What follows belongs to an exercise in optimizing a design on an open flow for small area and a short achievable clock period; a production flow would make more cautious choices. Function was checked by simulation only, so behaviour that the tests miss may differ from the original. Power and IR drop assume default switching activity.

==> v36: inputs <==
==> flow/design.v <==
module configurable_cache #(
    parameter CACHE_SIZE = 8192,     
    parameter LINE_SIZE = 32,        
    parameter ASSOCIATIVITY = 4,     
    parameter NUM_LINES = CACHE_SIZE/LINE_SIZE,
    parameter NUM_SETS = NUM_LINES/ASSOCIATIVITY,
    parameter OFFSET_BITS = $clog2(LINE_SIZE),
    parameter SET_BITS = $clog2(NUM_SETS),
    parameter TAG_BITS = 32 - SET_BITS - OFFSET_BITS
)(
    input wire clk,
    input wire rst,
    input wire [31:0] addr,
    output reg hit,
    output reg miss,
    output reg [31:0] total_hits,
    output reg [31:0] total_misses,
    output wire [31:0] num_sets,
    output wire [31:0] tag_bits
);
    localparam TB = TAG_BITS;
    assign num_sets = NUM_SETS;
    assign tag_bits = TAG_BITS;
    wire [TB-1:0]       a_tag = addr[31:32-TB];
    wire [SET_BITS-1:0] a_set = addr[32-TB-1:OFFSET_BITS];
    reg                p_v;      
    reg [SET_BITS-1:0] p_set;
    reg [TB-1:0]       p_tag;
    reg [3:1]          p_sh;     
    wire [3:0] rows [0:NUM_SETS-1];
    wire [NUM_SETS-1:0] c1, c2, c3, c4;
    genvar s;
    generate
        for (s = 0; s < NUM_SETS; s = s + 1) begin : S
            reg [TB-1:0] t0, t1, t2, t3;
            reg [3:0]    v;
            wire we = p_v && (p_set == s);
            always @(posedge clk) begin
                if (we) begin
                    t0 <= p_tag;
                    if (p_sh[1]) t1 <= t0;
                    if (p_sh[2]) t2 <= t1;
                    if (p_sh[3]) t3 <= t2;
                end
            end
            always @(posedge clk or posedge rst) begin
                if (rst)
                    v <= 4'b0;
                else if (we) begin
                    v[0] <= 1'b1;
                    if (p_sh[1]) v[1] <= v[0];
                    if (p_sh[2]) v[2] <= v[1];
                    if (p_sh[3]) v[3] <= v[2];
                end
            end
            assign rows[s] = {v[3] && (t3 == a_tag), v[2] && (t2 == a_tag),
                              v[1] && (t1 == a_tag), v[0] && (t0 == a_tag)};
            wire [3:0] m = rows[s];
            assign c1[s] = m[0] && !we;
            assign c2[s] = m[0] || (m[1] && !(we && p_sh[2]));
            assign c3[s] = m[0] || m[1] || (m[2] && !(we && p_sh[3]));
            assign c4[s] = m[0] || m[1] || m[2] || (m[3] && !(we && p_sh[3]));
        end
    endgenerate
    wire same = p_v && (p_set == a_set);
    wire pend_hit = same && (p_tag == a_tag);
    wire found = pend_hit || c4[a_set];
    always @(posedge clk) begin
        p_set <= a_set;
        p_tag <= a_tag;
        p_sh[1] <= !(pend_hit || c1[a_set]);
        p_sh[2] <= !(pend_hit || c2[a_set]);
        p_sh[3] <= !(pend_hit || c3[a_set]);
    end
    wire [31:0] hits_inc = total_hits + 32'd1;
    wire [31:0] misses_inc = total_misses + 32'd1;
    always @(posedge clk or posedge rst) begin
        if (rst) begin
            p_v <= 1'b0;
            hit <= 1'b0;
            miss <= 1'b0;
            total_hits <= 32'd0;
            total_misses <= 32'd0;
        end else begin
            p_v <= 1'b1;
            hit <= found;
            miss <= !found;
            total_hits <= found ? hits_inc : total_hits;
            total_misses <= found ? total_misses : misses_inc;
        end
    end
endmodule
==> flow/flow/run.sh <==
#!/bin/bash
# Layout flow: the standard ORFS flow (standard.sh, with config.mk's settings), except
# that repair_timing aims for 9 ns of setup slack rather than config.mk's 5 ns, repairs only
# the worst path each time and may resize across cell footprints, so that the clock period
# the layout achieves keeps shrinking past the 7 ns point; and antennas left after detailed
# routing get up to 20 rounds of repair instead of 5. The constraints
# (constraint.sdc) are the standard flow's, unchanged. Each ORFS step writes its full log under
# orfs/logs/; make's own output goes to standard_flow.log here.
set -euo pipefail
cd "$(dirname "$0")/.."
bash standard.sh SETUP_SLACK_MARGIN=9 TNS_END_PERCENT=0 MATCH_CELL_FOOTPRINT=0 MAX_REPAIR_ANTENNAS_ITER_DRT=20 finish > standard_flow.log 2>&1
==> flow/standard.sh <==
#!/bin/bash
# synth_recipe.tcl (not shown) runs the flow's synth.tcl, then flattens the netlist and writes it again
# the make line also repeats each setting of config.mk as NAME=value (left out here)
make -C /OpenROAD-flow-scripts/flow DESIGN_CONFIG=/design/flow/config.mk WORK_HOME=/design/flow/orfs CLKGATE_MAP_FILE= SYNTH_SCRIPT=/design/flow/synth_recipe.tcl "${@:-finish}"
==> flow/config.mk <==
export PLATFORM = sky130hd
export DESIGN_NAME = configurable_cache
export DESIGN_NICKNAME = configurable_cache
export VERILOG_FILES = /design/flow/design.v
export SDC_FILE = /design/flow/constraint.sdc
export NUM_CORES = 8
export LEC_CHECK = 0
export CAP_MARGIN = 20
export CORE_MARGIN = 2
export CORE_UTILIZATION = 65
export CTS_CLUSTER_DIAMETER = 60
export CTS_CLUSTER_SIZE = 25
export PLACE_DENSITY = 0.75
export SETUP_SLACK_MARGIN = 5
export SLEW_MARGIN = 20
==> flow/constraint.sdc <==
create_clock -name core_clock -period 12.0 [get_ports {clk}]
set_input_delay 2.4000 -clock core_clock [delete_from_list [all_inputs] [get_ports {clk}]]
set_output_delay 2.4000 -clock core_clock [all_outputs]
set_load 0.01 [all_outputs]
==> v20 (differences from v36) <==
ABC_AREA = 1   (was not set)
CORE_UTILIZATION = 55   (was 65)
PLACE_DENSITY = 0.7   (was 0.75)
==> v8 (differences from v36) <==
==> flow/design.v (replaced) <==
module configurable_cache #(
    parameter CACHE_SIZE = 8192,     
    parameter LINE_SIZE = 32,        
    parameter ASSOCIATIVITY = 4,     
    parameter NUM_LINES = CACHE_SIZE/LINE_SIZE,
    parameter NUM_SETS = NUM_LINES/ASSOCIATIVITY,
    parameter OFFSET_BITS = $clog2(LINE_SIZE),
    parameter SET_BITS = $clog2(NUM_SETS),
    parameter TAG_BITS = 32 - SET_BITS - OFFSET_BITS
)(
    input wire clk,
    input wire rst,
    input wire [32-1:0] addr,
    output reg hit,
    output reg miss,
    output reg [31:0] total_hits,
    output reg [31:0] total_misses,
    output wire [31:0] num_sets,
    output wire [31:0] tag_bits
);
    reg [TAG_BITS-1:0] tag_array [0:NUM_LINES-1];
    reg valid_array [0:NUM_LINES-1];
    reg [$clog2(ASSOCIATIVITY)-1:0] lru_counter [0:NUM_LINES-1];
    wire [TAG_BITS-1:0] addr_tag;
    wire [SET_BITS-1:0] set_index;
    wire [OFFSET_BITS-1:0] offset;
    assign num_sets = NUM_SETS;
    assign tag_bits = TAG_BITS;
    assign addr_tag = addr[32-1:32-TAG_BITS];
    assign set_index = addr[32-TAG_BITS-1:32-TAG_BITS-SET_BITS];
    assign offset = addr[OFFSET_BITS-1:0];
    reg [31:0] current_set_base;
    reg found_hit;
    reg [31:0] hit_way;
    reg [31:0] lru_way;
    reg [$clog2(ASSOCIATIVITY)-1:0] min_counter;
    integer i;
    always @(posedge clk or posedge rst) begin
        if (rst) begin
            for (i = 0; i < NUM_LINES; i = i + 1) begin
                valid_array[i] <= 0;
                tag_array[i] <= 0;
                lru_counter[i] <= i % ASSOCIATIVITY;
            end
            total_hits <= 0;
            total_misses <= 0;
            hit <= 0;
            miss <= 0;
        end else begin
            current_set_base = set_index * ASSOCIATIVITY;
            found_hit = 0;
            hit_way = 0;
            hit <= 0;
            miss <= 0;
            for (i = 0; i < ASSOCIATIVITY; i = i + 1) begin
                if (valid_array[current_set_base + i] && 
                    tag_array[current_set_base + i] == addr_tag) begin
                    found_hit = 1;
                    hit_way = i;
                end
            end
            if (found_hit) begin
                hit <= 1;
                total_hits <= total_hits + 1;
                for (i = 0; i < ASSOCIATIVITY; i = i + 1) begin
                    if (lru_counter[current_set_base + i] > 
                        lru_counter[current_set_base + hit_way]) begin
                        lru_counter[current_set_base + i] <= 
                            lru_counter[current_set_base + i] - 1;
                    end
                end
                lru_counter[current_set_base + hit_way] <= ASSOCIATIVITY - 1;
            end else begin
                miss <= 1;
                total_misses <= total_misses + 1;
                min_counter = ASSOCIATIVITY - 1;
                lru_way = 0;
                for (i = 0; i < ASSOCIATIVITY; i = i + 1) begin
                    if (lru_counter[current_set_base + i] < min_counter) begin
                        min_counter = lru_counter[current_set_base + i];
                        lru_way = i;
                    end
                end
                valid_array[current_set_base + lru_way] <= 1;
                tag_array[current_set_base + lru_way] <= addr_tag;
                for (i = 0; i < ASSOCIATIVITY; i = i + 1) begin
                    if (lru_counter[current_set_base + i] > 
                        lru_counter[current_set_base + lru_way]) begin
                        lru_counter[current_set_base + i] <= 
                            lru_counter[current_set_base + i] - 1;
                    end
                end
                lru_counter[current_set_base + lru_way] <= ASSOCIATIVITY - 1;
            end
        end
    end
endmodule
==> flow/run.sh (new file) <==
#!/bin/bash
# synth_recipe.tcl (not shown) runs the flow's synth.tcl, then flattens the netlist and writes it again
# the make line also repeats each setting of config.mk as NAME=value (left out here)
make -C /OpenROAD-flow-scripts/flow DESIGN_CONFIG=/design/flow/config.mk WORK_HOME=/design/flow/orfs CLKGATE_MAP_FILE= SYNTH_SCRIPT=/design/flow/synth_recipe.tcl finish
CORE_UTILIZATION = 40   (was 65)
CTS_CLUSTER_DIAMETER = not set   (was 60)
CTS_CLUSTER_SIZE = not set   (was 25)
PLACE_DENSITY = not set   (was 0.75)
SETUP_SLACK_MARGIN = not set   (was 5)
removed: flow/flow/run.sh
removed: flow/standard.sh
==> v29 (differences from v36) <==
--- a/flow/design.v
+++ b/flow/design.v
@@ -30,3 +30,4 @@
     wire [3:0] rows [0:NUM_SETS-1];
-    wire [NUM_SETS-1:0] c1, c2, c3, c4;
+    wire [NUM_SETS-1:0] anys;    
+    wire [3:0] raw = rows[a_set];
     genvar s;
@@ -57,7 +58,5 @@
                               v[1] && (t1 == a_tag), v[0] && (t0 == a_tag)};
-            wire [3:0] m = rows[s];
-            assign c1[s] = m[0] && !we;
-            assign c2[s] = m[0] || (m[1] && !(we && p_sh[2]));
-            assign c3[s] = m[0] || m[1] || (m[2] && !(we && p_sh[3]));
-            assign c4[s] = m[0] || m[1] || m[2] || (m[3] && !(we && p_sh[3]));
+            wire evict3 = we && p_sh[3];
+            assign anys[s] = rows[s][0] || rows[s][1] || rows[s][2] ||
+                             (rows[s][3] && !evict3);
         end
@@ -65,4 +64,7 @@
     wire same = p_v && (p_set == a_set);
-    wire pend_hit = same && (p_tag == a_tag);
-    wire found = pend_hit || c4[a_set];
+    wire [2:0] em;
+    assign em[0] = same ? (p_tag == a_tag) : raw[0];
+    assign em[1] = (same && p_sh[1]) ? raw[0] : raw[1];
+    assign em[2] = (same && p_sh[2]) ? raw[1] : raw[2];
+    wire found = (same && (p_tag == a_tag)) || anys[a_set];
     always @(posedge clk) begin
@@ -70,5 +72,5 @@
         p_tag <= a_tag;
-        p_sh[1] <= !(pend_hit || c1[a_set]);
-        p_sh[2] <= !(pend_hit || c2[a_set]);
-        p_sh[3] <= !(pend_hit || c3[a_set]);
+        p_sh[1] <= !em[0];
+        p_sh[2] <= !(em[0] || em[1]);
+        p_sh[3] <= !(em[0] || em[1] || em[2]);
     end
==> flow/flow/run.sh (replaced) <==
#!/bin/bash
# Layout flow: the standard ORFS flow (standard.sh, with config.mk's settings), except
# that repair_timing aims for 9 ns of setup slack rather than config.mk's 5 ns, repairs only
# the worst path each time, and may resize across cell footprints, so that the clock period
# the layout achieves keeps shrinking past the 7 ns point. The constraints
# (constraint.sdc) are the standard flow's, unchanged. Each ORFS step writes its full log under
# orfs/logs/; make's own output goes to standard_flow.log here.
set -euo pipefail
cd "$(dirname "$0")/.."
bash standard.sh SETUP_SLACK_MARGIN=9 TNS_END_PERCENT=0 MATCH_CELL_FOOTPRINT=0 finish > standard_flow.log 2>&1
CORE_UTILIZATION = 70   (was 65)
PLACE_DENSITY = 0.8   (was 0.75)
==> summary.txt <==
item	v20	v29	v36	v8
Result of the run	complete, no violations	complete, but fails checks	complete, no violations	complete, no violations
Reasons for failing layout checks	-	antenna violations	-	-
Clock share of power	37.8%	36.0%	36.8%	30.4%
Core box area	0.468 mm²	0.349 mm²	0.372 mm²	0.711 mm²
Net switching power figure	11800 µW	9910 µW	9920 µW	22200 µW
Post-Synthesis Cell Area	0.259 mm²	0.244 mm²	0.243 mm²	0.285 mm²
Normalized max-slew margin	7.49%	9.47%	9.70%	10.5%
Fin worst setup slack	7.03 ns	6.30 ns	6.36 ns	1.55 ns
Count of flip-flops with a built-in enable after synthesis	5376	5376	5376	0
Layout sequential cell count	5729	5729	5729	6210
VDD IR-drop max	0.161 mV	0.213 mV	0.172 mV	0.580 mV
Reg clk slew, reported paths	0.09 ns	0.09 ns	0.09 ns	0.06 ns
Largest net degree at the start of global routing	109	96	92	182
Cell Count, Final, Fillers Out	32700	21000	21100	32200
Multi-input gate share of total cell area	26.5%	25.8%	25.7%	37.6%
FF+latch count, synth	5729	5729	5729	6210
Drt via density	6.58	6.99	6.70	7.06
Leading cell type in the layout, fill and taps excluded	nand2_1	edfxtp_1	edfxtp_1	dfrtp_1
Met3 usage	10.1%	17.4%	8.77%	12.1%
Share of flip-flops with an asynchronous set or reset after synthesis	5.64%	5.64%	5.64%	100%
Total of cells resized after clock tree synthesis	321	668	257	0
Share of synthesized cell area in and, or, nand and nor gates	17.6%	6.79%	6.50%	10.7%
Layout cells sized above 1	9.90%	13.9%	11.7%	31.1%

## afterwards: timing with drivers on the ports
How much do the figures lean on ideal ports? The routed layouts below were timed once more, with nothing changed but the port constraints. Step 1 (the two cells are an assumption about what drives the block):
set clk [get_ports {clk}]
set_driving_cell -lib_cell sky130_fd_sc_hd__clkbuf_16 $clk
set_driving_cell -lib_cell sky130_fd_sc_hd__buf_2 [delete_from_list [all_inputs] $clk]
Step 2, shift: input delay + t, output delay - t, t = (earliest + latest rising clock arrival at the registers) / 2. This alone moves slack from input paths to output paths. Three values: ideal ports, drivers, drivers and shift; two values: the first two.
run | t (ns) | setup WS [ns] | worst setup path at the end | worst data-port slew with drivers (ns)
v36 | 1.119 | 6.360 / 6.021 / 4.902 | input to register | 0.64
v20 | 1.219 | 7.027 / 6.780 / 5.562 | input to register | 0.76
v8 | 1.308 | 1.552 / 1.452 / 0.143 | input to register | 0.25
v29 | 1.127 | 6.295 / 6.029 / 4.902 | input to register | 0.68
The setup slack of v20, which loses most, moves by -0.247 ns with the drivers and by -1.465 ns with both steps.
